What follows belongs to an exercise in optimizing a design on an open flow for small area and a short achievable clock period; a production flow would make more cautious choices.
The RTL was checked by simulation tests, not by an equivalence proof against the original design.

==> design/flow/design.v <==
`timescale 1ns / 1ps
module HalfAdder(
    input a,
    input b,
    output f,
    output carryOut
    );
    assign f = a ^ b;
    assign carryOut = a & b;
endmodule
module HalfAdderN(
    input an,
    input bn,
    output fn,
    output carryOutN
    );
    Xnor2 x(an, bn, fn);
    Or2 o(an, bn, carryOutN);
endmodule
module Or2(input a, input b, output y);
    assign y = a | b;
endmodule
`timescale 1ns / 1ps
module FullAdder(
    input a,
    input b,
    input carryIn,
    output sum,
    output carryOut
    );
    assign sum = a ^ b ^ carryIn;
    assign carryOut = (a & b) | (a & carryIn) | (b & carryIn);
endmodule
`timescale 1ns / 1ps
module Inv(input a, output y);
    assign y = ~a;
endmodule
module Nand2(input a, input b, output y);
    assign y = ~(a & b);
endmodule
module Nor2(input a, input b, output y);
    assign y = ~(a | b);
endmodule
module Aoi21(input a, input b, input c, output y);
    assign y = ~((a & b) | c);
endmodule
module Oai21(input a, input b, input c, output y);
    assign y = ~((a | b) & c);
endmodule
module Xor2(input a, input b, output y);
    assign y = a ^ b;
endmodule
module Xnor2(input a, input b, output y);
    assign y = ~(a ^ b);
endmodule
module Ao21(input a, input b, input c, output y);
    assign y = (a & b) | c;
endmodule
module Ao22(input a, input b, input c, input d, output y);
    assign y = (a & b) | (c & d);
endmodule
`timescale 1ns / 1ps
module MACRegister(
    input clk,
    input rst,
    input [1:0] opcode,
    input [15:0] a,
    input [15:0] b,
    output [31:0] dataOut
    );
    reg [31:0] register;
    assign dataOut = register;
    wire [31:0] rt = ~register;
    wire pp0_0 = ~(a[0] & b[0]), pp0_1 = ~(a[0] & b[1]), pp0_2 = ~(a[0] & b[2]), pp0_3 = ~(a[0] & b[3]), pp0_4 = ~(a[0] & b[4]), pp0_5 = ~(a[0] & b[5]), pp0_6 = ~(a[0] & b[6]), pp0_7 = ~(a[0] & b[7]), pp0_8 = ~(a[0] & b[8]), pp0_9 = ~(a[0] & b[9]), pp0_10 = ~(a[0] & b[10]), pp0_11 = ~(a[0] & b[11]), pp0_12 = ~(a[0] & b[12]), pp0_13 = ~(a[0] & b[13]), pp0_14 = ~(a[0] & b[14]), pp0_15 = ~(a[0] & b[15]);
    wire pp1_0 = ~(a[1] & b[0]), pp1_1 = ~(a[1] & b[1]), pp1_2 = ~(a[1] & b[2]), pp1_3 = ~(a[1] & b[3]), pp1_4 = ~(a[1] & b[4]), pp1_5 = ~(a[1] & b[5]), pp1_6 = ~(a[1] & b[6]), pp1_7 = ~(a[1] & b[7]), pp1_8 = ~(a[1] & b[8]), pp1_9 = ~(a[1] & b[9]), pp1_10 = ~(a[1] & b[10]), pp1_11 = ~(a[1] & b[11]), pp1_12 = ~(a[1] & b[12]), pp1_13 = ~(a[1] & b[13]), pp1_14 = ~(a[1] & b[14]), pp1_15 = ~(a[1] & b[15]);
    wire pp2_0 = ~(a[2] & b[0]), pp2_1 = ~(a[2] & b[1]), pp2_2 = ~(a[2] & b[2]), pp2_3 = ~(a[2] & b[3]), pp2_4 = ~(a[2] & b[4]), pp2_5 = ~(a[2] & b[5]), pp2_6 = ~(a[2] & b[6]), pp2_7 = ~(a[2] & b[7]), pp2_8 = ~(a[2] & b[8]), pp2_9 = ~(a[2] & b[9]), pp2_10 = ~(a[2] & b[10]), pp2_11 = ~(a[2] & b[11]), pp2_12 = ~(a[2] & b[12]), pp2_13 = ~(a[2] & b[13]), pp2_14 = ~(a[2] & b[14]), pp2_15 = ~(a[2] & b[15]);
    wire pp3_0 = ~(a[3] & b[0]), pp3_1 = ~(a[3] & b[1]), pp3_2 = ~(a[3] & b[2]), pp3_3 = ~(a[3] & b[3]), pp3_4 = ~(a[3] & b[4]), pp3_5 = ~(a[3] & b[5]), pp3_6 = ~(a[3] & b[6]), pp3_7 = ~(a[3] & b[7]), pp3_8 = ~(a[3] & b[8]), pp3_9 = ~(a[3] & b[9]), pp3_10 = ~(a[3] & b[10]), pp3_11 = ~(a[3] & b[11]), pp3_12 = ~(a[3] & b[12]), pp3_13 = ~(a[3] & b[13]), pp3_14 = ~(a[3] & b[14]), pp3_15 = ~(a[3] & b[15]);
    wire pp4_0 = ~(a[4] & b[0]), pp4_1 = ~(a[4] & b[1]), pp4_2 = ~(a[4] & b[2]), pp4_3 = ~(a[4] & b[3]), pp4_4 = ~(a[4] & b[4]), pp4_5 = ~(a[4] & b[5]), pp4_6 = ~(a[4] & b[6]), pp4_7 = ~(a[4] & b[7]), pp4_8 = ~(a[4] & b[8]), pp4_9 = ~(a[4] & b[9]), pp4_10 = ~(a[4] & b[10]), pp4_11 = ~(a[4] & b[11]), pp4_12 = ~(a[4] & b[12]), pp4_13 = ~(a[4] & b[13]), pp4_14 = ~(a[4] & b[14]), pp4_15 = ~(a[4] & b[15]);
    wire pp5_0 = ~(a[5] & b[0]), pp5_1 = ~(a[5] & b[1]), pp5_2 = ~(a[5] & b[2]), pp5_3 = ~(a[5] & b[3]), pp5_4 = ~(a[5] & b[4]), pp5_5 = ~(a[5] & b[5]), pp5_6 = ~(a[5] & b[6]), pp5_7 = ~(a[5] & b[7]), pp5_8 = ~(a[5] & b[8]), pp5_9 = ~(a[5] & b[9]), pp5_10 = ~(a[5] & b[10]), pp5_11 = ~(a[5] & b[11]), pp5_12 = ~(a[5] & b[12]), pp5_13 = ~(a[5] & b[13]), pp5_14 = ~(a[5] & b[14]), pp5_15 = ~(a[5] & b[15]);
    wire pp6_0 = ~(a[6] & b[0]), pp6_1 = ~(a[6] & b[1]), pp6_2 = ~(a[6] & b[2]), pp6_3 = ~(a[6] & b[3]), pp6_4 = ~(a[6] & b[4]), pp6_5 = ~(a[6] & b[5]), pp6_6 = ~(a[6] & b[6]), pp6_7 = ~(a[6] & b[7]), pp6_8 = ~(a[6] & b[8]), pp6_9 = ~(a[6] & b[9]), pp6_10 = ~(a[6] & b[10]), pp6_11 = ~(a[6] & b[11]), pp6_12 = ~(a[6] & b[12]), pp6_13 = ~(a[6] & b[13]), pp6_14 = ~(a[6] & b[14]), pp6_15 = ~(a[6] & b[15]);
    wire pp7_0 = ~(a[7] & b[0]), pp7_1 = ~(a[7] & b[1]), pp7_2 = ~(a[7] & b[2]), pp7_3 = ~(a[7] & b[3]), pp7_4 = ~(a[7] & b[4]), pp7_5 = ~(a[7] & b[5]), pp7_6 = ~(a[7] & b[6]), pp7_7 = ~(a[7] & b[7]), pp7_8 = ~(a[7] & b[8]), pp7_9 = ~(a[7] & b[9]), pp7_10 = ~(a[7] & b[10]), pp7_11 = ~(a[7] & b[11]), pp7_12 = ~(a[7] & b[12]), pp7_13 = ~(a[7] & b[13]), pp7_14 = ~(a[7] & b[14]), pp7_15 = ~(a[7] & b[15]);
    wire pp8_0 = ~(a[8] & b[0]), pp8_1 = ~(a[8] & b[1]), pp8_2 = ~(a[8] & b[2]), pp8_3 = ~(a[8] & b[3]), pp8_4 = ~(a[8] & b[4]), pp8_5 = ~(a[8] & b[5]), pp8_6 = ~(a[8] & b[6]), pp8_7 = ~(a[8] & b[7]), pp8_8 = ~(a[8] & b[8]), pp8_9 = ~(a[8] & b[9]), pp8_10 = ~(a[8] & b[10]), pp8_11 = ~(a[8] & b[11]), pp8_12 = ~(a[8] & b[12]), pp8_13 = ~(a[8] & b[13]), pp8_14 = ~(a[8] & b[14]), pp8_15 = ~(a[8] & b[15]);
    wire pp9_0 = ~(a[9] & b[0]), pp9_1 = ~(a[9] & b[1]), pp9_2 = ~(a[9] & b[2]), pp9_3 = ~(a[9] & b[3]), pp9_4 = ~(a[9] & b[4]), pp9_5 = ~(a[9] & b[5]), pp9_6 = ~(a[9] & b[6]), pp9_7 = ~(a[9] & b[7]), pp9_8 = ~(a[9] & b[8]), pp9_9 = ~(a[9] & b[9]), pp9_10 = ~(a[9] & b[10]), pp9_11 = ~(a[9] & b[11]), pp9_12 = ~(a[9] & b[12]), pp9_13 = ~(a[9] & b[13]), pp9_14 = ~(a[9] & b[14]), pp9_15 = ~(a[9] & b[15]);
    wire pp10_0 = ~(a[10] & b[0]), pp10_1 = ~(a[10] & b[1]), pp10_2 = ~(a[10] & b[2]), pp10_3 = ~(a[10] & b[3]), pp10_4 = ~(a[10] & b[4]), pp10_5 = ~(a[10] & b[5]), pp10_6 = ~(a[10] & b[6]), pp10_7 = ~(a[10] & b[7]), pp10_8 = ~(a[10] & b[8]), pp10_9 = ~(a[10] & b[9]), pp10_10 = ~(a[10] & b[10]), pp10_11 = ~(a[10] & b[11]), pp10_12 = ~(a[10] & b[12]), pp10_13 = ~(a[10] & b[13]), pp10_14 = ~(a[10] & b[14]), pp10_15 = ~(a[10] & b[15]);
    wire pp11_0 = ~(a[11] & b[0]), pp11_1 = ~(a[11] & b[1]), pp11_2 = ~(a[11] & b[2]), pp11_3 = ~(a[11] & b[3]), pp11_4 = ~(a[11] & b[4]), pp11_5 = ~(a[11] & b[5]), pp11_6 = ~(a[11] & b[6]), pp11_7 = ~(a[11] & b[7]), pp11_8 = ~(a[11] & b[8]), pp11_9 = ~(a[11] & b[9]), pp11_10 = ~(a[11] & b[10]), pp11_11 = ~(a[11] & b[11]), pp11_12 = ~(a[11] & b[12]), pp11_13 = ~(a[11] & b[13]), pp11_14 = ~(a[11] & b[14]), pp11_15 = ~(a[11] & b[15]);
    wire pp12_0 = ~(a[12] & b[0]), pp12_1 = ~(a[12] & b[1]), pp12_2 = ~(a[12] & b[2]), pp12_3 = ~(a[12] & b[3]), pp12_4 = ~(a[12] & b[4]), pp12_5 = ~(a[12] & b[5]), pp12_6 = ~(a[12] & b[6]), pp12_7 = ~(a[12] & b[7]), pp12_8 = ~(a[12] & b[8]), pp12_9 = ~(a[12] & b[9]), pp12_10 = ~(a[12] & b[10]), pp12_11 = ~(a[12] & b[11]), pp12_12 = ~(a[12] & b[12]), pp12_13 = ~(a[12] & b[13]), pp12_14 = ~(a[12] & b[14]), pp12_15 = ~(a[12] & b[15]);
    wire pp13_0 = ~(a[13] & b[0]), pp13_1 = ~(a[13] & b[1]), pp13_2 = ~(a[13] & b[2]), pp13_3 = ~(a[13] & b[3]), pp13_4 = ~(a[13] & b[4]), pp13_5 = ~(a[13] & b[5]), pp13_6 = ~(a[13] & b[6]), pp13_7 = ~(a[13] & b[7]), pp13_8 = ~(a[13] & b[8]), pp13_9 = ~(a[13] & b[9]), pp13_10 = ~(a[13] & b[10]), pp13_11 = ~(a[13] & b[11]), pp13_12 = ~(a[13] & b[12]), pp13_13 = ~(a[13] & b[13]), pp13_14 = ~(a[13] & b[14]), pp13_15 = ~(a[13] & b[15]);
    wire pp14_0 = ~(a[14] & b[0]), pp14_1 = ~(a[14] & b[1]), pp14_2 = ~(a[14] & b[2]), pp14_3 = ~(a[14] & b[3]), pp14_4 = ~(a[14] & b[4]), pp14_5 = ~(a[14] & b[5]), pp14_6 = ~(a[14] & b[6]), pp14_7 = ~(a[14] & b[7]), pp14_8 = ~(a[14] & b[8]), pp14_9 = ~(a[14] & b[9]), pp14_10 = ~(a[14] & b[10]), pp14_11 = ~(a[14] & b[11]), pp14_12 = ~(a[14] & b[12]), pp14_13 = ~(a[14] & b[13]), pp14_14 = ~(a[14] & b[14]), pp14_15 = ~(a[14] & b[15]);
    wire pp15_0 = ~(a[15] & b[0]), pp15_1 = ~(a[15] & b[1]), pp15_2 = ~(a[15] & b[2]), pp15_3 = ~(a[15] & b[3]), pp15_4 = ~(a[15] & b[4]), pp15_5 = ~(a[15] & b[5]), pp15_6 = ~(a[15] & b[6]), pp15_7 = ~(a[15] & b[7]), pp15_8 = ~(a[15] & b[8]), pp15_9 = ~(a[15] & b[9]), pp15_10 = ~(a[15] & b[10]), pp15_11 = ~(a[15] & b[11]), pp15_12 = ~(a[15] & b[12]), pp15_13 = ~(a[15] & b[13]), pp15_14 = ~(a[15] & b[14]), pp15_15 = ~(a[15] & b[15]);
    wire s1, c2, s3, c4, s5, c6, s7, c8, s9, c10, s11, c12, s13, c14, s15, c16;
    wire s17, c18, s19, c20, s21, c22, s23, c24, s25, c26, s27, c28, s29, c30, s31, c32;
    wire s33, c34, s35, c36, s37, c38, s39, c40, s41, c42, s43, c44, s45, c46, s47, c48;
    wire s49, c50, s51, c52, s53, c54, s55, c56, s57, c58, s59, c60, s61, c62, s63, c64;
    wire s65, c66, s67, c68, s69, c70, s71, c72, s73, c74, s75, c76, s77, c78, s79, c80;
    wire s81, c82, s83, c84, s85, c86, s87, c88, s89, c90, s91, c92, s93, c94, s95, c96;
    wire s97, c98, s99, c100, s101, c102, s103, c104, s105, c106, s107, c108, s109, c110, s111, c112;
    wire s113, c114, s115, c116, s117, c118, s119, c120, s121, c122, s123, c124, s125, c126, s127, c128;
    wire s129, c130, s131, c132, s133, c134, s135, c136, s137, c138, s139, c140, s141, c142, s143, c144;
    wire s145, c146, s147, c148, s149, c150, s151, c152, s153, c154, s155, c156, s157, c158, s159, c160;
    wire s161, c162, s163, c164, s165, c166, s167, c168, s169, c170, s171, c172, s173, c174, s175, c176;
    wire s177, c178, s179, c180, s181, c182, s183, c184, s185, c186, s187, c188, s189, c190, s191, c192;
    wire s193, c194, s195, c196, s197, c198, s199, c200, s201, c202, s203, c204, s205, c206, s207, c208;
    wire s209, c210, s211, c212, s213, c214, s215, c216, s217, c218, s219, c220, s221, c222, s223, c224;
    wire s225, c226, s227, c228, s229, c230, s231, c232, s233, c234, s235, c236, s237, c238, s239, c240;
    wire s241, c242, s243, c244, s245, c246, s247, c248, s249, c250, s251, c252, s253, c254, s255, c256;
    wire s257, c258, s259, c260, s261, c262, s263, c264, s265, c266, s267, c268, s269, c270, s271, c272;
    wire s273, c274, s275, c276, s277, c278, s279, c280, s281, c282, s283, c284, s285, c286, s287, c288;
    wire s289, c290, s291, c292, s293, c294, s295, c296, s297, c298, s299, c300, s301, c302, s303, c304;
    wire s305, c306, s307, c308, s309, c310, s311, c312, s313, c314, s315, c316, s317, c318, s319, c320;
    wire s321, c322, s323, c324, s325, c326, s327, c328, s329, c330, s331, c332, s333, c334, s335, c336;
    wire s337, c338, s339, c340, s341, c342, s343, c344, s345, c346, s347, c348, s349, c350, s351, c352;
    wire s353, c354, s355, c356, s357, c358, s359, c360, s361, c362, s363, c364, s365, c366, s367, c368;
    wire s369, c370, s371, c372, s373, c374, s375, c376, s377, c378, s379, c380, s381, c382, s383, c384;
    wire s385, c386, s387, c388, s389, c390, s391, c392, s393, c394, s395, c396, s397, c398, s399, c400;
    wire s401, c402, s403, c404, s405, c406, s407, c408, s409, c410, s411, c412, s413, c414, s415, c416;
    wire s417, c418, s419, c420, s421, c422, s423, c424, s425, c426, s427, c428, s429, c430, s431, c432;
    wire s433, c434, s435, c436, s437, c438, s439, c440, s441, c442, s443, c444, s445, c446, s447, c448;
    wire s449, c450, s451, c452, s453, c454, s455, c456, s457, c458, s459, c460, s461, c462, s463, c464;
    wire s465, c466, s467, c468, s469, c470, s471, c472, s473, c474, s475, c476, s477, c478, s479, c480;
    wire s481, c482, s483, c484, s485, c486, s487, c488, s489, c490, s491, c492;
    HalfAdderN ha0(rt[12], pp0_12, s1, c2);
    FullAdder fa0(rt[13], pp0_13, pp10_3, s3, c4);
    HalfAdderN ha1(pp11_2, pp12_1, s5, c6);
    FullAdder fa1(rt[14], pp0_14, pp10_4, s7, c8);
    FullAdder fa2(pp11_3, pp12_2, pp13_1, s9, c10);
    HalfAdderN ha2(pp14_0, pp1_13, s11, c12);
    FullAdder fa3(rt[15], pp0_15, pp10_5, s13, c14);
    FullAdder fa4(pp11_4, pp12_3, pp13_2, s15, c16);
    FullAdder fa5(pp14_1, pp15_0, pp1_14, s17, c18);
    HalfAdderN ha3(pp2_13, pp3_12, s19, c20);
    FullAdder fa6(rt[16], pp10_6, pp11_5, s21, c22);
    FullAdder fa7(pp12_4, pp13_3, pp14_2, s23, c24);
    FullAdder fa8(pp15_1, pp1_15, pp2_14, s25, c26);
    HalfAdderN ha4(pp3_13, pp4_12, s27, c28);
    FullAdder fa9(rt[17], pp10_7, pp11_6, s29, c30);
    FullAdder fa10(pp12_5, pp13_4, pp14_3, s31, c32);
    FullAdder fa11(pp15_2, pp2_15, pp3_14, s33, c34);
    FullAdder fa12(rt[18], pp10_8, pp11_7, s35, c36);
    FullAdder fa13(pp12_6, pp13_5, pp14_4, s37, c38);
    FullAdder fa14(rt[19], pp10_9, pp11_8, s39, c40);
    HalfAdderN ha5(rt[8], pp0_8, s41, c42);
    FullAdder fa15(rt[9], pp0_9, pp1_8, s43, c44);
    HalfAdderN ha6(pp2_7, pp3_6, s45, c46);
    FullAdder fa16(rt[10], pp0_10, pp10_0, s47, c48);
    FullAdder fa17(pp1_9, pp2_8, pp3_7, s49, c50);
    HalfAdderN ha7(pp4_6, pp5_5, s51, c52);
    FullAdder fa18(rt[11], pp0_11, pp10_1, s53, c54);
    FullAdder fa19(pp11_0, pp1_10, pp2_9, s55, c56);
    FullAdder fa20(pp3_8, pp4_7, pp5_6, s57, c58);
    HalfAdderN ha8(pp6_5, pp7_4, s59, c60);
    FullAdder fa21(pp10_2, pp11_1, pp12_0, s61, c62);
    FullAdder fa22(pp1_11, pp2_10, pp3_9, s63, c64);
    FullAdder fa23(pp4_8, pp5_7, pp6_6, s65, c66);
    FullAdder fa24(pp7_5, pp8_4, pp9_3, s67, c68);
    FullAdder fa25(pp13_0, pp1_12, pp2_11, s69, c70);
    FullAdder fa26(pp3_10, pp4_9, pp5_8, s71, c72);
    FullAdder fa27(pp6_7, pp7_6, pp8_5, s73, c74);
    FullAdder fa28(pp9_4, c2, s5, s75, c76);
    FullAdder fa29(pp2_12, pp3_11, pp4_10, s77, c78);
    FullAdder fa30(pp5_9, pp6_8, pp7_7, s79, c80);
    FullAdder fa31(pp8_6, pp9_5, c6, s81, c82);
    FullAdder fa32(s11, c4, s7, s83, c84);
    FullAdder fa33(pp4_11, pp5_10, pp6_9, s85, c86);
    FullAdder fa34(pp7_8, pp8_7, pp9_6, s87, c88);
    FullAdder fa35(c12, s19, c8, s89, c90);
    FullAdder fa36(c10, s13, s15, s91, c92);
    FullAdder fa37(pp5_11, pp6_10, pp7_9, s93, c94);
    FullAdder fa38(pp8_8, pp9_7, c20, s95, c96);
    FullAdder fa39(s27, c14, c16, s97, c98);
    FullAdder fa40(c18, s21, s23, s99, c100);
    FullAdder fa41(pp4_13, pp5_12, pp6_11, s101, c102);
    FullAdder fa42(pp7_10, pp8_9, pp9_8, s103, c104);
    FullAdder fa43(c28, c22, c24, s105, c106);
    FullAdder fa44(c26, s29, s31, s107, c108);
    FullAdder fa45(pp15_3, pp3_15, pp4_14, s109, c110);
    FullAdder fa46(pp5_13, pp6_12, pp7_11, s111, c112);
    FullAdder fa47(pp8_10, pp9_9, c30, s113, c114);
    FullAdder fa48(c32, c34, s35, s115, c116);
    FullAdder fa49(pp12_7, pp13_6, pp14_5, s117, c118);
    FullAdder fa50(pp15_4, pp4_15, pp5_14, s119, c120);
    FullAdder fa51(pp6_13, pp7_12, pp8_11, s121, c122);
    FullAdder fa52(pp9_10, c36, c38, s123, c124);
    FullAdder fa53(rt[20], pp10_10, pp11_9, s125, c126);
    FullAdder fa54(pp12_8, pp13_7, pp14_6, s127, c128);
    FullAdder fa55(pp15_5, pp5_15, pp6_14, s129, c130);
    FullAdder fa56(pp7_13, pp8_12, pp9_11, s131, c132);
    FullAdder fa57(rt[21], pp10_11, pp11_10, s133, c134);
    FullAdder fa58(pp12_9, pp13_8, pp14_7, s135, c136);
    FullAdder fa59(pp15_6, pp6_15, pp7_14, s137, c138);
    FullAdder fa60(rt[22], pp10_12, pp11_11, s139, c140);
    FullAdder fa61(pp12_10, pp13_9, pp14_8, s141, c142);
    FullAdder fa62(rt[23], pp10_13, pp11_12, s143, c144);
    HalfAdderN ha9(rt[5], pp0_5, s145, c146);
    FullAdder fa63(rt[6], pp0_6, pp1_5, s147, c148);
    HalfAdderN ha10(pp2_4, pp3_3, s149, c150);
    FullAdder fa64(rt[7], pp0_7, pp1_6, s151, c152);
    FullAdder fa65(pp2_5, pp3_4, pp4_3, s153, c154);
    HalfAdderN ha11(pp5_2, pp6_1, s155, c156);
    FullAdder fa66(pp1_7, pp2_6, pp3_5, s157, c158);
    FullAdder fa67(pp4_4, pp5_3, pp6_2, s159, c160);
    FullAdder fa68(pp7_1, pp8_0, s41, s161, c162);
    FullAdder fa69(pp4_5, pp5_4, pp6_3, s163, c164);
    FullAdder fa70(pp7_2, pp8_1, pp9_0, s165, c166);
    FullAdder fa71(c42, s45, s43, s167, c168);
    FullAdder fa72(pp6_4, pp7_3, pp8_2, s169, c170);
    FullAdder fa73(pp9_1, c46, s51, s171, c172);
    FullAdder fa74(c44, s47, s49, s173, c174);
    FullAdder fa75(pp8_3, pp9_2, c52, s175, c176);
    FullAdder fa76(s59, c48, c50, s177, c178);
    FullAdder fa77(s53, s55, s57, s179, c180);
    FullAdder fa78(c60, s1, c54, s181, c182);
    FullAdder fa79(c56, c58, s61, s183, c184);
    FullAdder fa80(s63, s65, s67, s185, c186);
    FullAdder fa81(c62, c64, c66, s187, c188);
    FullAdder fa82(c68, s3, s69, s189, c190);
    FullAdder fa83(s71, s73, s75, s191, c192);
    FullAdder fa84(c70, c72, c74, s193, c194);
    FullAdder fa85(s77, s79, s9, s195, c196);
    FullAdder fa86(c76, s81, s83, s197, c198);
    FullAdder fa87(c78, c80, s17, s199, c200);
    FullAdder fa88(s85, s87, c82, s201, c202);
    FullAdder fa89(c84, s89, s91, s203, c204);
    FullAdder fa90(c86, c88, s25, s205, c206);
    FullAdder fa91(s93, s95, c90, s207, c208);
    FullAdder fa92(s97, c92, s99, s209, c210);
    FullAdder fa93(c94, s101, s103, s211, c212);
    FullAdder fa94(s33, c96, c98, s213, c214);
    FullAdder fa95(s105, c100, s107, s215, c216);
    FullAdder fa96(c102, c104, s109, s217, c218);
    FullAdder fa97(s111, s37, c106, s219, c220);
    FullAdder fa98(s113, c108, s115, s221, c222);
    FullAdder fa99(c110, c112, s39, s223, c224);
    FullAdder fa100(s117, s119, s121, s225, c226);
    FullAdder fa101(c114, s123, c116, s227, c228);
    FullAdder fa102(c40, c118, c120, s229, c230);
    FullAdder fa103(c122, s125, s127, s231, c232);
    FullAdder fa104(s129, s131, c124, s233, c234);
    FullAdder fa105(pp8_13, pp9_12, c126, s235, c236);
    FullAdder fa106(c128, c130, c132, s237, c238);
    FullAdder fa107(s133, s135, s137, s239, c240);
    FullAdder fa108(pp15_7, pp7_15, pp8_14, s241, c242);
    FullAdder fa109(pp9_13, c134, c136, s243, c244);
    FullAdder fa110(c138, s139, s141, s245, c246);
    FullAdder fa111(pp12_11, pp13_10, pp14_9, s247, c248);
    FullAdder fa112(pp15_8, pp8_15, pp9_14, s249, c250);
    FullAdder fa113(c140, c142, s143, s251, c252);
    FullAdder fa114(rt[24], pp10_14, pp11_13, s253, c254);
    FullAdder fa115(pp12_12, pp13_11, pp14_10, s255, c256);
    FullAdder fa116(pp15_9, pp9_15, c144, s257, c258);
    FullAdder fa117(rt[25], pp10_15, pp11_14, s259, c260);
    FullAdder fa118(pp12_13, pp13_12, pp14_11, s261, c262);
    FullAdder fa119(rt[26], pp11_15, pp12_14, s263, c264);
    HalfAdderN ha12(rt[3], pp0_3, s265, c266);
    FullAdder fa120(rt[4], pp0_4, pp1_3, s267, c268);
    HalfAdderN ha13(pp2_2, pp3_1, s269, c270);
    FullAdder fa121(pp1_4, pp2_3, pp3_2, s271, c272);
    FullAdder fa122(pp4_1, pp5_0, s145, s273, c274);
    FullAdder fa123(pp4_2, pp5_1, pp6_0, s275, c276);
    FullAdder fa124(c146, s149, s147, s277, c278);
    FullAdder fa125(pp7_0, c150, s155, s279, c280);
    FullAdder fa126(c148, s151, s153, s281, c282);
    FullAdder fa127(c156, c152, c154, s283, c284);
    FullAdder fa128(s157, s159, s161, s285, c286);
    FullAdder fa129(c158, c160, s163, s287, c288);
    FullAdder fa130(s165, c162, s167, s289, c290);
    FullAdder fa131(c164, c166, s169, s291, c292);
    FullAdder fa132(s171, c168, s173, s293, c294);
    FullAdder fa133(c170, c172, s175, s295, c296);
    FullAdder fa134(c174, s177, s179, s297, c298);
    FullAdder fa135(c176, c178, s181, s299, c300);
    FullAdder fa136(c180, s183, s185, s301, c302);
    FullAdder fa137(c182, c184, c186, s303, c304);
    FullAdder fa138(s187, s189, s191, s305, c306);
    FullAdder fa139(c188, c190, s193, s307, c308);
    FullAdder fa140(s195, c192, s197, s309, c310);
    FullAdder fa141(c194, c196, s199, s311, c312);
    FullAdder fa142(s201, c198, s203, s313, c314);
    FullAdder fa143(c200, s205, c202, s315, c316);
    FullAdder fa144(s207, c204, s209, s317, c318);
    FullAdder fa145(c206, s211, c208, s319, c320);
    FullAdder fa146(s213, c210, s215, s321, c322);
    FullAdder fa147(c212, s217, c214, s323, c324);
    FullAdder fa148(s219, c216, s221, s325, c326);
    FullAdder fa149(c218, s223, s225, s327, c328);
    FullAdder fa150(c220, c222, s227, s329, c330);
    FullAdder fa151(c224, s229, c226, s331, c332);
    FullAdder fa152(s231, s233, c228, s333, c334);
    FullAdder fa153(s235, c230, c232, s335, c336);
    FullAdder fa154(s237, s239, c234, s337, c338);
    FullAdder fa155(s241, c236, s243, s339, c340);
    FullAdder fa156(c238, c240, s245, s341, c342);
    FullAdder fa157(c242, s247, s249, s343, c344);
    FullAdder fa158(c244, c246, s251, s345, c346);
    FullAdder fa159(c248, c250, s253, s347, c348);
    FullAdder fa160(s255, s257, c252, s349, c350);
    FullAdder fa161(pp15_10, c254, c256, s351, c352);
    FullAdder fa162(s259, s261, c258, s353, c354);
    FullAdder fa163(pp13_13, pp14_12, pp15_11, s355, c356);
    FullAdder fa164(c260, c262, s263, s357, c358);
    FullAdder fa165(rt[27], pp12_15, pp13_14, s359, c360);
    FullAdder fa166(pp14_13, pp15_12, c264, s361, c362);
    FullAdder fa167(rt[28], pp13_15, pp14_14, s363, c364);
    HalfAdderN ha14(rt[2], pp0_2, s365, c366);
    FullAdder fa168(pp1_2, pp2_1, pp3_0, s367, c368);
    FullAdder fa169(pp4_0, c266, s269, s369, c370);
    FullAdder fa170(c270, c268, s271, s371, c372);
    FullAdder fa171(c272, s275, c274, s373, c374);
    FullAdder fa172(c276, s279, c278, s375, c376);
    FullAdder fa173(c280, c282, s283, s377, c378);
    FullAdder fa174(c284, s287, c286, s379, c380);
    FullAdder fa175(c288, s291, c290, s381, c382);
    FullAdder fa176(c292, s295, c294, s383, c384);
    FullAdder fa177(c296, s299, c298, s385, c386);
    FullAdder fa178(c300, c302, s303, s387, c388);
    FullAdder fa179(c304, s307, c306, s389, c390);
    FullAdder fa180(c308, s311, c310, s391, c392);
    FullAdder fa181(c312, s315, c314, s393, c394);
    FullAdder fa182(c316, s319, c318, s395, c396);
    FullAdder fa183(c320, s323, c322, s397, c398);
    FullAdder fa184(s327, c324, c326, s399, c400);
    FullAdder fa185(c328, s331, c330, s401, c402);
    FullAdder fa186(s335, c332, s337, s403, c404);
    FullAdder fa187(c336, s339, s341, s405, c406);
    FullAdder fa188(s343, c340, c342, s407, c408);
    FullAdder fa189(c344, s347, c346, s409, c410);
    FullAdder fa190(s351, c348, s353, s411, c412);
    FullAdder fa191(s355, c352, s357, s413, c414);
    FullAdder fa192(c356, s359, s361, s415, c416);
    FullAdder fa193(pp15_13, c360, s363, s417, c418);
    FullAdder fa194(rt[29], pp14_15, pp15_14, s419, c420);
    HalfAdderN ha15(rt[1], pp0_1, s421, c422);
    FullAdder fa195(pp1_1, pp2_0, s365, s423, c424);
    FullAdder fa196(c366, s265, s367, s425, c426);
    FullAdder fa197(c368, s267, s369, s427, c428);
    FullAdder fa198(c370, s273, s371, s429, c430);
    FullAdder fa199(c372, s277, s373, s431, c432);
    FullAdder fa200(s281, c374, s375, s433, c434);
    FullAdder fa201(c376, s285, s377, s435, c436);
    FullAdder fa202(c378, s289, s379, s437, c438);
    FullAdder fa203(s293, c380, s381, s439, c440);
    FullAdder fa204(s297, c382, s383, s441, c442);
    FullAdder fa205(s301, c384, s385, s443, c444);
    FullAdder fa206(s305, c386, s387, s445, c446);
    FullAdder fa207(c388, s309, s389, s447, c448);
    FullAdder fa208(s313, c390, s391, s449, c450);
    FullAdder fa209(s317, c392, s393, s451, c452);
    FullAdder fa210(s321, c394, s395, s453, c454);
    FullAdder fa211(s325, c396, s397, s455, c456);
    FullAdder fa212(s329, c398, s399, s457, c458);
    FullAdder fa213(s333, c400, s401, s459, c460);
    FullAdder fa214(c334, s403, c402, s461, c462);
    FullAdder fa215(c338, s405, c404, s463, c464);
    FullAdder fa216(s345, c406, s407, s465, c466);
    FullAdder fa217(s349, c408, s409, s467, c468);
    FullAdder fa218(c350, s411, c410, s469, c470);
    FullAdder fa219(c354, s413, c412, s471, c472);
    FullAdder fa220(c358, c414, s415, s473, c474);
    FullAdder fa221(c362, s417, c416, s475, c476);
    FullAdder fa222(c364, s419, c418, s477, c478);
    FullAdder fa223(rt[30], pp15_15, c420, s479, c480);
    HalfAdderN ha16(rt[0], pp0_0, s481, c482);
    FullAdder fa224(pp1_0, c482, s421, s483, c484);
    FullAdder fa225(c422, c484, s423, s485, c486);
    FullAdder fa226(c424, s425, c486, s487, c488);
    FullAdder fa227(c426, s427, c488, s489, c490);
    FullAdder fa228(c428, s429, c490, s491, c492);
    wire [31:0] x = {c480, c478, c476, c474, c472, c470, c468, c466, c464, c462, c460, c458, c456, c454, c452, c450, c448, c446, c444, c442, c440, c438, c436, c434, c432, c430, s491, s489, s487, s485, s483, s481};
    wire [31:0] y = {rt[31], s479, s477, s475, s473, s471, s469, s467, s465, s463, s461, s459, s457, s455, s453, s451, s449, s447, s445, s443, s441, s439, s437, s435, s433, s431, 1'b1, 1'b1, 1'b1, 1'b1, 1'b1, 1'b1};
    wire n493, n494, n495, n496, n497, n498, n499, n500, n501, n502, n503, n504, n505, n506, n507, n508, n509, n510, n511, n512, n513, n514, n515, n516, n517, n518, n519, n520, n521, n522, n523, n524, n525, n526, n527, n528, n529, n530, n531, n532, n533, n534, n535, n536, n537, n538, n539, n540, n541, n542, n543, n544, n545, n546, n547, n548, n549, n550, n551, n552, n553, n554, n555, n556, n557, n558, n559, n560, n561, n562, n563, n564, n565, n566, n567, n568, n569, n570, n571, n572, n573, n574, n575, n576, n577, n578, n579, n580, n581, n582, n583, n584, n585, n586, n587, n588, n589, n590, n591, n592, n593, n594, n595, n596, n597, n598, n599, n600, n601, n602, n603, n604, n605, n606, n607, n608, n609, n610, n611, n612, n613, n614, n615, n616, n617, n618, n619, n620, n621, n622, n623, n624, n625, n626, n627, n628, n629, n630, n631, n632, n633, n634, n635, n636, n637, n638, n639, n640, n641, n642, n643, n644, n645, n646, n647, n648, n649, n650, n651, n652, n653, n654, n655, n656, n657, n658, n659, n660, n661, n662, n663, n664, n665, n666, n667, n668, n669, n670, n671, n672, n673, n674, n675, n676, n677, n678, n679, n680, n681, n682, n683, n684, n685, n686, n687, n688, n689, n690, n691, n692, n693, n694, n695, n696, n697, n698, n699, n700, n701, n702, n703, n704, n705, n706, n707, n708;
    Xor2 u_n493(x[6], y[6], n493);
    Nand2 u_n494(x[6], y[6], n494);
    Nor2 u_n495(x[6], y[6], n495);
    Inv u_n496(c492, n496);
    Oai21 u_n497(n495, n496, n494, n497);
    Xor2 u_n498(x[7], y[7], n498);
    Nand2 u_n499(x[7], y[7], n499);
    Nor2 u_n500(x[7], y[7], n500);
    Xor2 u_n501(x[8], y[8], n501);
    Nand2 u_n502(x[8], y[8], n502);
    Nor2 u_n503(x[8], y[8], n503);
    Xor2 u_n504(x[9], y[9], n504);
    Nand2 u_n505(x[9], y[9], n505);
    Nor2 u_n506(x[9], y[9], n506);
    Xor2 u_n507(x[10], y[10], n507);
    Nand2 u_n508(x[10], y[10], n508);
    Nor2 u_n509(x[10], y[10], n509);
    Xor2 u_n510(x[11], y[11], n510);
    Nand2 u_n511(x[11], y[11], n511);
    Nor2 u_n512(x[11], y[11], n512);
    Xor2 u_n513(x[12], y[12], n513);
    Nand2 u_n514(x[12], y[12], n514);
    Nor2 u_n515(x[12], y[12], n515);
    Xor2 u_n516(x[13], y[13], n516);
    Nand2 u_n517(x[13], y[13], n517);
    Nor2 u_n518(x[13], y[13], n518);
    Xor2 u_n519(x[14], y[14], n519);
    Nand2 u_n520(x[14], y[14], n520);
    Nor2 u_n521(x[14], y[14], n521);
    Xor2 u_n522(x[15], y[15], n522);
    Nand2 u_n523(x[15], y[15], n523);
    Nor2 u_n524(x[15], y[15], n524);
    Xor2 u_n525(x[16], y[16], n525);
    Nand2 u_n526(x[16], y[16], n526);
    Nor2 u_n527(x[16], y[16], n527);
    Xor2 u_n528(x[17], y[17], n528);
    Nand2 u_n529(x[17], y[17], n529);
    Nor2 u_n530(x[17], y[17], n530);
    Xor2 u_n531(x[18], y[18], n531);
    Nand2 u_n532(x[18], y[18], n532);
    Nor2 u_n533(x[18], y[18], n533);
    Xor2 u_n534(x[19], y[19], n534);
    Nand2 u_n535(x[19], y[19], n535);
    Nor2 u_n536(x[19], y[19], n536);
    Xor2 u_n537(x[20], y[20], n537);
    Nand2 u_n538(x[20], y[20], n538);
    Nor2 u_n539(x[20], y[20], n539);
    Xor2 u_n540(x[21], y[21], n540);
    Nand2 u_n541(x[21], y[21], n541);
    Nor2 u_n542(x[21], y[21], n542);
    Xor2 u_n543(x[22], y[22], n543);
    Nand2 u_n544(x[22], y[22], n544);
    Nor2 u_n545(x[22], y[22], n545);
    Xor2 u_n546(x[23], y[23], n546);
    Nand2 u_n547(x[23], y[23], n547);
    Nor2 u_n548(x[23], y[23], n548);
    Xor2 u_n549(x[24], y[24], n549);
    Nand2 u_n550(x[24], y[24], n550);
    Nor2 u_n551(x[24], y[24], n551);
    Xor2 u_n552(x[25], y[25], n552);
    Nand2 u_n553(x[25], y[25], n553);
    Nor2 u_n554(x[25], y[25], n554);
    Xor2 u_n555(x[26], y[26], n555);
    Nand2 u_n556(x[26], y[26], n556);
    Nor2 u_n557(x[26], y[26], n557);
    Xor2 u_n558(x[27], y[27], n558);
    Nand2 u_n559(x[27], y[27], n559);
    Nor2 u_n560(x[27], y[27], n560);
    Xor2 u_n561(x[28], y[28], n561);
    Nand2 u_n562(x[28], y[28], n562);
    Nor2 u_n563(x[28], y[28], n563);
    Xor2 u_n564(x[29], y[29], n564);
    Nand2 u_n565(x[29], y[29], n565);
    Nor2 u_n566(x[29], y[29], n566);
    Xor2 u_n567(x[30], y[30], n567);
    Nand2 u_n568(x[30], y[30], n568);
    Nor2 u_n569(x[30], y[30], n569);
    Xor2 u_n570(x[31], y[31], n570);
    Nand2 u_n571(x[31], y[31], n571);
    Nor2 u_n572(x[31], y[31], n572);
    Inv u_n573(n497, n573);
    Oai21 u_n574(n500, n573, n499, n574);
    Oai21 u_n575(n506, n502, n505, n575);
    Nor2 u_n576(n506, n503, n576);
    Oai21 u_n577(n512, n508, n511, n577);
    Nor2 u_n578(n512, n509, n578);
    Oai21 u_n579(n518, n514, n517, n579);
    Nor2 u_n580(n518, n515, n580);
    Oai21 u_n581(n524, n520, n523, n581);
    Nor2 u_n582(n524, n521, n582);
    Oai21 u_n583(n530, n526, n529, n583);
    Nor2 u_n584(n530, n527, n584);
    Oai21 u_n585(n536, n532, n535, n585);
    Nor2 u_n586(n536, n533, n586);
    Oai21 u_n587(n542, n538, n541, n587);
    Nor2 u_n588(n542, n539, n588);
    Oai21 u_n589(n548, n544, n547, n589);
    Nor2 u_n590(n548, n545, n590);
    Oai21 u_n591(n554, n550, n553, n591);
    Nor2 u_n592(n554, n551, n592);
    Oai21 u_n593(n560, n556, n559, n593);
    Nor2 u_n594(n560, n557, n594);
    Oai21 u_n595(n566, n562, n565, n595);
    Nor2 u_n596(n566, n563, n596);
    Oai21 u_n597(n572, n568, n571, n597);
    Nor2 u_n598(n572, n569, n598);
    Inv u_n599(n574, n599);
    Oai21 u_n600(n503, n599, n502, n600);
    Aoi21 u_n601(n576, n574, n575, n601);
    Inv u_n602(n577, n602);
    Oai21 u_n603(n515, n602, n514, n603);
    Inv u_n604(n578, n604);
    Nor2 u_n605(n515, n604, n605);
    Aoi21 u_n606(n580, n577, n579, n606);
    Nand2 u_n607(n580, n578, n607);
    Inv u_n608(n581, n608);
    Oai21 u_n609(n527, n608, n526, n609);
    Inv u_n610(n582, n610);
    Nor2 u_n611(n527, n610, n611);
    Aoi21 u_n612(n584, n581, n583, n612);
    Nand2 u_n613(n584, n582, n613);
    Inv u_n614(n585, n614);
    Oai21 u_n615(n539, n614, n538, n615);
    Inv u_n616(n586, n616);
    Nor2 u_n617(n539, n616, n617);
    Aoi21 u_n618(n588, n585, n587, n618);
    Nand2 u_n619(n588, n586, n619);
    Inv u_n620(n589, n620);
    Oai21 u_n621(n551, n620, n550, n621);
    Inv u_n622(n590, n622);
    Nor2 u_n623(n551, n622, n623);
    Aoi21 u_n624(n592, n589, n591, n624);
    Nand2 u_n625(n592, n590, n625);
    Inv u_n626(n593, n626);
    Oai21 u_n627(n563, n626, n562, n627);
    Inv u_n628(n594, n628);
    Nor2 u_n629(n563, n628, n629);
    Aoi21 u_n630(n596, n593, n595, n630);
    Nand2 u_n631(n596, n594, n631);
    Oai21 u_n632(n509, n601, n508, n632);
    Inv u_n633(n601, n633);
    Aoi21 u_n634(n578, n633, n577, n634);
    Aoi21 u_n635(n605, n633, n603, n635);
    Oai21 u_n636(n607, n601, n606, n636);
    Oai21 u_n637(n533, n612, n532, n637);
    Nor2 u_n638(n533, n613, n638);
    Inv u_n639(n612, n639);
    Aoi21 u_n640(n586, n639, n585, n640);
    Inv u_n641(n613, n641);
    Nand2 u_n642(n586, n641, n642);
    Aoi21 u_n643(n617, n639, n615, n643);
    Nand2 u_n644(n617, n641, n644);
    Oai21 u_n645(n619, n612, n618, n645);
    Nor2 u_n646(n619, n613, n646);
    Oai21 u_n647(n557, n624, n556, n647);
    Nor2 u_n648(n557, n625, n648);
    Inv u_n649(n624, n649);
    Aoi21 u_n650(n594, n649, n593, n650);
    Inv u_n651(n625, n651);
    Nand2 u_n652(n594, n651, n652);
    Aoi21 u_n653(n629, n649, n627, n653);
    Nand2 u_n654(n629, n651, n654);
    Oai21 u_n655(n631, n624, n630, n655);
    Nor2 u_n656(n631, n625, n656);
    Inv u_n657(n636, n657);
    Oai21 u_n658(n521, n657, n520, n658);
    Aoi21 u_n659(n582, n636, n581, n659);
    Aoi21 u_n660(n611, n636, n609, n660);
    Oai21 u_n661(n613, n657, n612, n661);
    Aoi21 u_n662(n638, n636, n637, n662);
    Oai21 u_n663(n642, n657, n640, n663);
    Oai21 u_n664(n644, n657, n643, n664);
    Aoi21 u_n665(n646, n636, n645, n665);
    Inv u_n666(n655, n666);
    Oai21 u_n667(n569, n666, n568, n667);
    Inv u_n668(n656, n668);
    Nor2 u_n669(n569, n668, n669);
    Aoi21 u_n670(n598, n655, n597, n670);
    Nand2 u_n671(n598, n656, n671);
    Oai21 u_n672(n545, n665, n544, n672);
    Inv u_n673(n665, n673);
    Aoi21 u_n674(n590, n673, n589, n674);
    Aoi21 u_n675(n623, n673, n621, n675);
    Oai21 u_n676(n625, n665, n624, n676);
    Aoi21 u_n677(n648, n673, n647, n677);
    Oai21 u_n678(n652, n665, n650, n678);
    Oai21 u_n679(n654, n665, n653, n679);
    Aoi21 u_n680(n656, n673, n655, n680);
    Aoi21 u_n681(n669, n673, n667, n681);
    Oai21 u_n682(n671, n665, n670, n682);
    wire sM = ~rst & (opcode == 2'd2);
    wire sL = ~rst & (opcode == 2'd1);
    wire sH = ~rst & (opcode[0] == opcode[1]);
    wire [31:0] other, nxt;
    Ao22 u_o0(sL, b[0], sH, register[0], other[0]);
    Ao22 u_o1(sL, b[1], sH, register[1], other[1]);
    Ao22 u_o2(sL, b[2], sH, register[2], other[2]);
    Ao22 u_o3(sL, b[3], sH, register[3], other[3]);
    Ao22 u_o4(sL, b[4], sH, register[4], other[4]);
    Ao22 u_o5(sL, b[5], sH, register[5], other[5]);
    Ao22 u_o6(sL, b[6], sH, register[6], other[6]);
    Ao22 u_o7(sL, b[7], sH, register[7], other[7]);
    Ao22 u_o8(sL, b[8], sH, register[8], other[8]);
    Ao22 u_o9(sL, b[9], sH, register[9], other[9]);
    Ao22 u_o10(sL, b[10], sH, register[10], other[10]);
    Ao22 u_o11(sL, b[11], sH, register[11], other[11]);
    Ao22 u_o12(sL, b[12], sH, register[12], other[12]);
    Ao22 u_o13(sL, b[13], sH, register[13], other[13]);
    Ao22 u_o14(sL, b[14], sH, register[14], other[14]);
    Ao22 u_o15(sL, b[15], sH, register[15], other[15]);
    Ao22 u_o16(sL, a[0], sH, register[16], other[16]);
    Ao22 u_o17(sL, a[1], sH, register[17], other[17]);
    Ao22 u_o18(sL, a[2], sH, register[18], other[18]);
    Ao22 u_o19(sL, a[3], sH, register[19], other[19]);
    Ao22 u_o20(sL, a[4], sH, register[20], other[20]);
    Ao22 u_o21(sL, a[5], sH, register[21], other[21]);
    Ao22 u_o22(sL, a[6], sH, register[22], other[22]);
    Ao22 u_o23(sL, a[7], sH, register[23], other[23]);
    Ao22 u_o24(sL, a[8], sH, register[24], other[24]);
    Ao22 u_o25(sL, a[9], sH, register[25], other[25]);
    Ao22 u_o26(sL, a[10], sH, register[26], other[26]);
    Ao22 u_o27(sL, a[11], sH, register[27], other[27]);
    Ao22 u_o28(sL, a[12], sH, register[28], other[28]);
    Ao22 u_o29(sL, a[13], sH, register[29], other[29]);
    Ao22 u_o30(sL, a[14], sH, register[30], other[30]);
    Ao22 u_o31(sL, a[15], sH, register[31], other[31]);
    assign nxt[0] = (sM & ~x[0]) | other[0];
    assign nxt[1] = (sM & ~x[1]) | other[1];
    assign nxt[2] = (sM & ~x[2]) | other[2];
    assign nxt[3] = (sM & ~x[3]) | other[3];
    assign nxt[4] = (sM & ~x[4]) | other[4];
    assign nxt[5] = (sM & ~x[5]) | other[5];
    Xnor2 u_n683(n493, c492, n683);
    Ao21 u_d6(sM, n683, other[6], nxt[6]);
    Xnor2 u_n684(n498, n497, n684);
    Ao21 u_d7(sM, n684, other[7], nxt[7]);
    Xnor2 u_n685(n501, n574, n685);
    Ao21 u_d8(sM, n685, other[8], nxt[8]);
    Xnor2 u_n686(n504, n600, n686);
    Ao21 u_d9(sM, n686, other[9], nxt[9]);
    Xor2 u_n687(n507, n601, n687);
    Ao21 u_d10(sM, n687, other[10], nxt[10]);
    Xnor2 u_n688(n510, n632, n688);
    Ao21 u_d11(sM, n688, other[11], nxt[11]);
    Xor2 u_n689(n513, n634, n689);
    Ao21 u_d12(sM, n689, other[12], nxt[12]);
    Xor2 u_n690(n516, n635, n690);
    Ao21 u_d13(sM, n690, other[13], nxt[13]);
    Xnor2 u_n691(n519, n636, n691);
    Ao21 u_d14(sM, n691, other[14], nxt[14]);
    Xnor2 u_n692(n522, n658, n692);
    Ao21 u_d15(sM, n692, other[15], nxt[15]);
    Xor2 u_n693(n525, n659, n693);
    Ao21 u_d16(sM, n693, other[16], nxt[16]);
    Xor2 u_n694(n528, n660, n694);
    Ao21 u_d17(sM, n694, other[17], nxt[17]);
    Xnor2 u_n695(n531, n661, n695);
    Ao21 u_d18(sM, n695, other[18], nxt[18]);
    Xor2 u_n696(n534, n662, n696);
    Ao21 u_d19(sM, n696, other[19], nxt[19]);
    Xnor2 u_n697(n537, n663, n697);
    Ao21 u_d20(sM, n697, other[20], nxt[20]);
    Xnor2 u_n698(n540, n664, n698);
    Ao21 u_d21(sM, n698, other[21], nxt[21]);
    Xor2 u_n699(n543, n665, n699);
    Ao21 u_d22(sM, n699, other[22], nxt[22]);
    Xnor2 u_n700(n546, n672, n700);
    Ao21 u_d23(sM, n700, other[23], nxt[23]);
    Xor2 u_n701(n549, n674, n701);
    Ao21 u_d24(sM, n701, other[24], nxt[24]);
    Xor2 u_n702(n552, n675, n702);
    Ao21 u_d25(sM, n702, other[25], nxt[25]);
    Xnor2 u_n703(n555, n676, n703);
    Ao21 u_d26(sM, n703, other[26], nxt[26]);
    Xor2 u_n704(n558, n677, n704);
    Ao21 u_d27(sM, n704, other[27], nxt[27]);
    Xnor2 u_n705(n561, n678, n705);
    Ao21 u_d28(sM, n705, other[28], nxt[28]);
    Xnor2 u_n706(n564, n679, n706);
    Ao21 u_d29(sM, n706, other[29], nxt[29]);
    Xor2 u_n707(n567, n680, n707);
    Ao21 u_d30(sM, n707, other[30], nxt[30]);
    Xor2 u_n708(n570, n681, n708);
    Ao21 u_d31(sM, n708, other[31], nxt[31]);
    always @ (posedge clk)
        register <= nxt;
endmodule
==> design/flow/flow/run.sh <==
#!/bin/bash
# Standard ORFS layout, with buf_2 port buffers (buf_1 on the outputs, flow/outbuf.tcl after
# global placement), and timing repair aiming for 11.5 ns of setup slack at the design's clock
# period (a tighter internal target), working on the worst paths only (TNS_END_PERCENT=0).
set -euo pipefail
export POST_GLOBAL_PLACE_TCL="$(pwd)/flow/outbuf.tcl"
bash standard.sh "BUFFER_PORTS_ARGS=-buffer_cell sky130_fd_sc_hd__buf_2" "SETUP_SLACK_MARGIN=11.5" "TNS_END_PERCENT=0" finish > make_finish.log 2>&1
==> design/flow/flow/outbuf.tcl <==
# After global placement: the buffers that buffer_ports put on the output ports drive only
# the port's load, so give them drive strength 1.
set db [ord::get_db]
set small [$db findMaster sky130_fd_sc_hd__buf_1]
set n 0
foreach bterm [[ord::get_db_block] getBTerms] {
  if {[$bterm getIoType] ne "OUTPUT"} { continue }
  set net [$bterm getNet]
  foreach iterm [$net getITerms] {
    if {![$iterm isOutputSignal]} { continue }
    set inst [$iterm getInst]
    if {[string match sky130_fd_sc_hd__buf_* [[$inst getMaster] getName]]} {
      $inst swapMaster $small
      incr n
    }
  }
}
puts "outbuf.tcl: $n output port buffers set to buf_1"
==> design/flow/standard.sh <==
#!/bin/bash
# synth_recipe.tcl (not shown) runs the flow's synth.tcl, then flattens the netlist and writes it again
# the make line also repeats each setting of config.mk as NAME=value (left out here)
make -C /OpenROAD-flow-scripts/flow DESIGN_CONFIG=/design/flow/config.mk WORK_HOME=/design/flow/orfs CLKGATE_MAP_FILE= SYNTH_SCRIPT=/design/flow/synth_recipe.tcl "${@:-finish}"
==> design/flow/config.mk <==
export PLATFORM = sky130hd
export DESIGN_NAME = MACRegister
export DESIGN_NICKNAME = MACRegister
export VERILOG_FILES = /design/flow/design.v
export SDC_FILE = /design/flow/constraint.sdc
export NUM_CORES = 4
export LEC_CHECK = 0
export CAP_MARGIN = 20
export CORE_MARGIN = 2
export CORE_UTILIZATION = 55
export CTS_BUF_LIST = sky130_fd_sc_hd__clkbuf_8
export PLACE_DENSITY = 0.75
export SETUP_SLACK_MARGIN = 1.0
export SLEW_MARGIN = 20
export SYNTH_HIERARCHICAL = 1
export SYNTH_MINIMUM_KEEP_SIZE = 0
==> design/flow/constraint.sdc <==
create_clock -name core_clock -period 19.0 [get_ports {clk}]
set_input_delay 3.8000 -clock core_clock [delete_from_list [all_inputs] [get_ports {clk}]]
set_output_delay 3.8000 -clock core_clock [all_outputs]
set_load 0.01 [all_outputs]
==> results.toml, run 1 <==
[floorplan]
fp.dieW_um = 132
ios = 68
coreArea_mm2 = 0.0159
dieHeight_um = 132
rows = 46
start_util = 0.565
die-area_mm2 = 0.0174

[critical_path]
crit_path_start_kind = "input port"
ff2ff_path_depth = 16
path_common_cell = "fa_1"
crit_end = "register[24]"
arrival_ns = 8.11
path_cells = "buf_8 -> nand2_1 -> fa_2 -> fa_1 -> fa_1 -> fa_2 -> fa_1 -> fa_1 -> nor2_2 -> nor2_2 -> nand2_1 -> o21ai_2 -> a21oi_4 -> inv_4 -> a21oi_2 -> xor2_1 -> a21o_1"
startpoint = "b[5]"
crit_family = "adder cells"
cpPeakStageDelay_ns = 0.58
required_ns = 19.22
crit_fanout = 17
crit_path_end_kind = "flip-flop"
cp_slowest_cell = "fa_2"
r2r-end = "register[25]"
r2r_slack_ns = 14.32
crit_cells = 17
critPathKind = "input port to flip-flop"
worstReg2RegStart = "register[15]"
critPathBufInv = 2

[synth]
synth_area_per_cell_um2 = 9.71
yosysUniqueCellTypes = 20
syn_inst = 928
ys_seq_elements = 32
yosys_warnings = 7
netlist_top_cells_count = "nand2_1, fa_1, inv_1"
ys.flop_type = "dfxtp_1"
syn_area_mm2 = 0.00901
synth_top_area_cell = "fa_1"
synth_top_cells_by_area = "fa_1, nand2_1, dfxtp_1"
ys_async_sr_fraction = 0
yosys.area.top_type_share = 0.509
syn_nets = 1195
seq_area_frac_synth = 0.0711
synth-edff-count = 0
yosysMostFrequentCell = "nand2_1"

[routing]
dr.first_iter.drc_count = 523
via_count = 6811
drc = 0
ant_nets = 0
vias_per_cell = 5.86
wl_per_cell_um = 20.0
firstDrtPassIters = 5
wl_um = 23200

[timing]
finalSetupViolations = 0
final.setup.tns_ns = 0
relSlewSlack = 0.563
maxSlewViolCount = 0
fmax_mhz = 127
hold_violations = 0
rsz0062_at_grt = "true"
period_share = 0.415
worst_slew_pin_slew_ns = 0.654
hold-worst-slack_ns = 0.583
period_needed_ns = 7.89
finClkSkew_ns = 0.00492

[worst_hold_path]
worstHoldStart = "register[9]"
hold_path_class = "flip-flop to flip-flop"

[cells_and_area]
drive_above_1_share = 0.112
utilization = 0.593
multi_input_comb_area_mm2 = 0.00759
top_regs = "register (32)"
layout.nets = 1214
diodes = 0
regArea_um2 = 641
largest_reg_flops = 32
syn2layout_area_growth_pct = 4.96
regMostFlops = "register"
fillers = 1354

[clock_network]
clk_pin_slew_worst_paths_ns = 0.09
tritoncts = "done"
numCtsBuffers = 5
cts.sinks = 32
clockBufferDepth = 2
htree_num_levels = 2
root_buffer = "clkbuf_8"
clkLatencyLatePin_ns = 0.32

[placement]
dp_hpwl_um = 16800
io_buffers = 67

[global_routing]
antenna_found_initial = 0
grt-ovfl-total = 0
grtUsageTotal = 0.290
grt_pass1_wl_um = 39100
grt_max_degree = 33
grt_pass1_vias = 7519

[outcome]
outcome = "timing/DRC/antenna clean"

[run]
drv_cap = 0
[through the flow]
stage          worst slack, ns  cells  area (um^2)
2_1_floorplan            10.91    928         9040
3_3_place_gp             10.33   1149         9000
3_5_place_dp             10.25   1149         8960
4_1_cts                  11.12   1162         9430
5_1_grt                  10.93   1163         9460
6_report                 11.11   1163         9460
[per-module statistics from Yosys (local to each module, per instance), a selection]
module       cells  flops+latches  times used
Inv              1              0          22
Aoi21            1              0          21
FullAdder        1              0         229
Nor2             1              0          46
Oai21            1              0          34
MACRegister    398             32           1
Or2              1              0          17
Xnor2            1              0          31
Ao21             1              0          26
Nand2            1              0          34
Xor2             1              0          38
Ao22             1              0          32
[layout make-up]
cell class	instances	area share
timing repair buffer	76	0.0677
tap	216	0.0286
clock buffer	7	0.0102
sequential	32	0.0677
inverter	57	0.0229
multi-input combinational	775	0.803
[worst min-delay path, cell delays in order, from the launching register on]
cell and delay (ns):
dfxtp_1 0.36, a22o_1 0.13, a21o_1 0.07
[cell usage in the layout (no fill, tap or decap), drive strengths merged]
master  instances
buf            76
o21ai          34
nor2           46
xnor2          31
o21bai          6
a21oi          21
a22o           32
clkbuf          7
dfxtp          32
nand2b          1
nand2         290
nor2b           2
xor2           38
or2            17
ha              2
fa            229
a21o           26
inv            57
[how the worst min path moves through the flow]
stage                         to  slack [ns]  cells after the start
detailed placement  register[22]        0.56                      2
global placement    register[13]        0.55                      2
global route        register[29]        0.61                      2
CTS                  register[8]        0.58                      2
finish               register[9]        0.58                      2
floorplan            register[0]        0.60                      3
[layer usage]
metal,global-route usage,vias up,wire (um)
met5,0.00278,-,0
met4,0.115,0,748
met3,0.0673,65,2290
met2,0.479,377,11400
met1,0.372,3497,8800
li1,-,2872,-
[repair_timing]
| item | in CTS | in global routing |
|---|---|---|
| resized for setup | 98 | 5 |
| pin swaps | 10 | 6 |
| hold buffers | 0 | 0 |
| setup endpoints to repair | 21 | 21 |
| hold endpoints to repair | 0 | 0 |
| buffers inserted | 6 | 1 |
[kinds of logic after synthesis]
kind of cell,share of synthesized area
and+or+nand+nor,0.156
DFF,0.0711
xor gates and xnor gates,0.0671
AOI/OAI and AO/OA,0.0971
adders and majority gates,0.512
buffers and inverters,0.0978
==> inputs of run 2 (changes only) <==
==> design/flow/flow/run.sh (replaced) <==
#!/bin/bash
# Standard ORFS layout, with buf_2 port buffers (buf_1 on the outputs, flow/outbuf.tcl after
# global placement), and timing repair aiming for 11 ns of setup slack at the design's clock
# period (a tighter internal target), working on the worst paths only (TNS_END_PERCENT=0).
set -euo pipefail
export POST_GLOBAL_PLACE_TCL="$(pwd)/flow/outbuf.tcl"
bash standard.sh "BUFFER_PORTS_ARGS=-buffer_cell sky130_fd_sc_hd__buf_2" "SETUP_SLACK_MARGIN=11" "TNS_END_PERCENT=0" finish > make_finish.log 2>&1
==> results.toml, run 2 <==
[clock_network]
cts.sinks = 32
htree_num_levels = 2
tritoncts = "done"
numCtsBuffers = 5
hold_buffers = 0
root_buffer = "clkbuf_8"
clockBufferDepth = 2
clk_pin_slew_worst_paths_ns = 0.09
clkLatencyLatePin_ns = 0.32

[cells_and_area]
final_area_mm2 = 0.00937
regArea_um2 = 641
fillers = 1370
multi_input_comb_area_mm2 = 0.00760
diodes = 0
syn2layout_area_growth_pct = 3.94
most-common-layout-cells = "nand2_1, fa_1, inv_1"
top_regs = "register (32)"
regMostFlops = "register"
final_common_cell = "nand2_1"
layout.nets = 1210
largest_reg_flops = 32
drive_above_1_share = 0.109

[timing]
rsz0062_at_grt = "true"
maxSlewViolCount = 0
fmax_mhz = 125
finalSetupViolations = 0
relSlewSlack = 0.569
finClkSkew_ns = 0.00795
hold_violations = 0
final.setup.tns_ns = 0
period_share = 0.420
worst_slew_pin_slew_ns = 0.645
period_needed_ns = 7.98

[run]
drv_cap = 0

[synth]
syn_nets = 1195
synth-edff-count = 0
synth_top_area_cell = "fa_1"
netlist_top_cells_count = "nand2_1, fa_1, inv_1"
synth_area_per_cell_um2 = 9.71
yosysMostFrequentCell = "nand2_1"
ys_seq_elements = 32
yosys.area.top_type_share = 0.509
ys_async_sr_fraction = 0
synth_top_cells_by_area = "fa_1, nand2_1, dfxtp_1"
syn_area_mm2 = 0.00901
seq_area_frac_synth = 0.0711
yosysUniqueCellTypes = 20
ys.flop_type = "dfxtp_1"
syn_inst = 928
yosys_warnings = 7

[global_routing]
antenna_found_initial = 0
grt_pass1_vias = 7471
grt_pass1_wl_um = 38900
grt-ovfl-total = 0
grtUsageTotal = 0.288
grt_max_degree = 33

[floorplan]
die-area_mm2 = 0.0174
fp.dieW_um = 132
ios = 68
coreArea_mm2 = 0.0159
dieHeight_um = 132
start_util = 0.565
rows = 46

[routing]
dr.first_iter.drc_count = 468
ant_nets = 0
wl_um = 23100
vias_per_cell = 5.78
wl_per_cell_um = 19.9
via_count = 6700
drc = 0
firstDrtPassIters = 5

[critical_path]
cp_slowest_cell = "fa_2"
crit_fanout = 17
arrival_ns = 8.20
critPathKind = "input port to flip-flop"
crit_path_start_kind = "input port"
crit_path_end_kind = "flip-flop"
path_cells = "buf_8 -> nand2_1 -> fa_1 -> fa_2 -> fa_2 -> fa_1 -> fa_1 -> fa_2 -> nor2_2 -> nor2_4 -> nand2_1 -> o21ai_2 -> a21oi_4 -> inv_4 -> a21oi_2 -> xor2_1 -> a21o_1"
cpPeakStageDelay_ns = 0.59
required_ns = 19.23

[worst_hold_path]
hold_path_class = "flip-flop to flip-flop"

[placement]
place_area_mm2 = 0.00896
dp_hpwl_um = 16800
io_buffers = 67

[outcome]
outcome = "timing/DRC/antenna clean"
==> run 2: cell counts after synthesis <==
Identical to the previous run, type by type.
==> run 2: area by class of cell <==
cell class                 count  area share
multi-input combinational    775       0.811
sequential                    32      0.0684
timing repair buffer          72      0.0581
tap                          216      0.0289
inverter                      57      0.0231
clock buffer                   7      0.0103
==> run 2: final timing paths <==
kind / to / cells after the start / slack (ns) / startpoint
max: register[25] / 17 / 11.02 / a[15]
min: register[9] / 2 / 0.58 / register[9]
max reg2reg: register[25] / 16 / 14.28 / register[15]
min reg2reg: register[9] / 2 / 0.58 / register[9]
==> run 2: per-module statistics from Yosys, one instance, submodules excluded, excerpt <==
module / cells / area [um^2] / flops+latches
Ao22: 1 / 8.76 / 0
Inv: 1 / 3.75 / 0
Or2: 1 / 6.26 / 0
FullAdder: 1 / 20.0 / 0
Xnor2: 1 / 8.76 / 0
MACRegister: 398 / 2500 / 32
Oai21: 1 / 5.00 / 0
Xor2: 1 / 8.76 / 0
Aoi21: 1 / 8.76 / 0
Nor2: 1 / 3.75 / 0
Ao21: 1 / 7.51 / 0
Nand2: 1 / 3.75 / 0
==> run 2: cell families after synthesis <==
| logic type | synth area share |
|---|---|
| AOI/OAI and AO/OA | 0.0971 |
| xor gates and xnor gates | 0.0671 |
| adders and majority gates | 0.512 |
| buffers and inverters | 0.0978 |
| DFF | 0.0711 |
| and+or+nand+nor | 0.156 |
==> run 2: worst max-delay path: cells and delay by family <==
kind | cells | cell delay (ns)
fa+ha+maj | 6 | 2.90
compound gates | 4 | 0.63
simple gates | 4 | 0.51
buf+inv | 2 | 0.25
xor+xnor | 1 | 0.08
==> run 2: per-stage QoR <==
stage	hold WS [ns]	setup WS (ns)	util	cells
2_1_floorplan	0.604	10.91	-	928
3_3_place_gp	0.551	10.33	0.564	1149
3_5_place_dp	0.559	10.25	0.562	1149
4_1_cts	0.582	11.00	0.579	1157
5_1_grt	0.606	10.88	0.588	1159
6_report	0.578	11.02	0.588	1159
==> run 2: layer usage <==
metal,vias up,part of all wire,track usage,wire length (um)
li1,2865,-,-,-
met1,3405,0.38,0.374,8870
met2,365,0.49,0.476,11300
met3,65,0.092,0.0592,2120
met4,0,0.034,0.114,788
met5,-,0,0.00278,0
==> run 2: timing repair <==
action,4_1_cts,5_1_grt
setup endpoints to repair,17,15
cloned,0,0
hold endpoints to repair,0,0
resized for setup,55,35
pin swaps,4,7
setup buffers,1,2

## what the ideal ports hide
The flow's constraints put no driver on any port. The routed layouts listed below were extracted and timed again, unchanged, in two steps.
Step 1 sets driving cells, clkbuf_16 on the clock port and buf_2 on the other inputs (assumed; they add their load-dependent delay and slew).
Step 2 moves the port delays by t, midway between the first and last clock arrival at a register: inputs arrive t later, outputs are due t later. That takes back most of the time a late clock gives input paths.
Three values: no drivers, after step 1, after step 2; two values: the first two.
| run | t (ns) | setup WS [ns] | hold WS [ns] |
|---|---|---|---|
| run 1 | 0.356 | 11.114 / 11.103 / 10.747 | 0.583 / 0.583 / 0.583 |
| run 2 | 0.357 | 11.023 / 11.011 / 10.654 | 0.578 / 0.578 / 0.578 |
After both steps setup and hold are still met in every run listed. The setup slack of run 2, which loses most, moves by -0.012 ns with the drivers and by -0.369 ns with both steps.
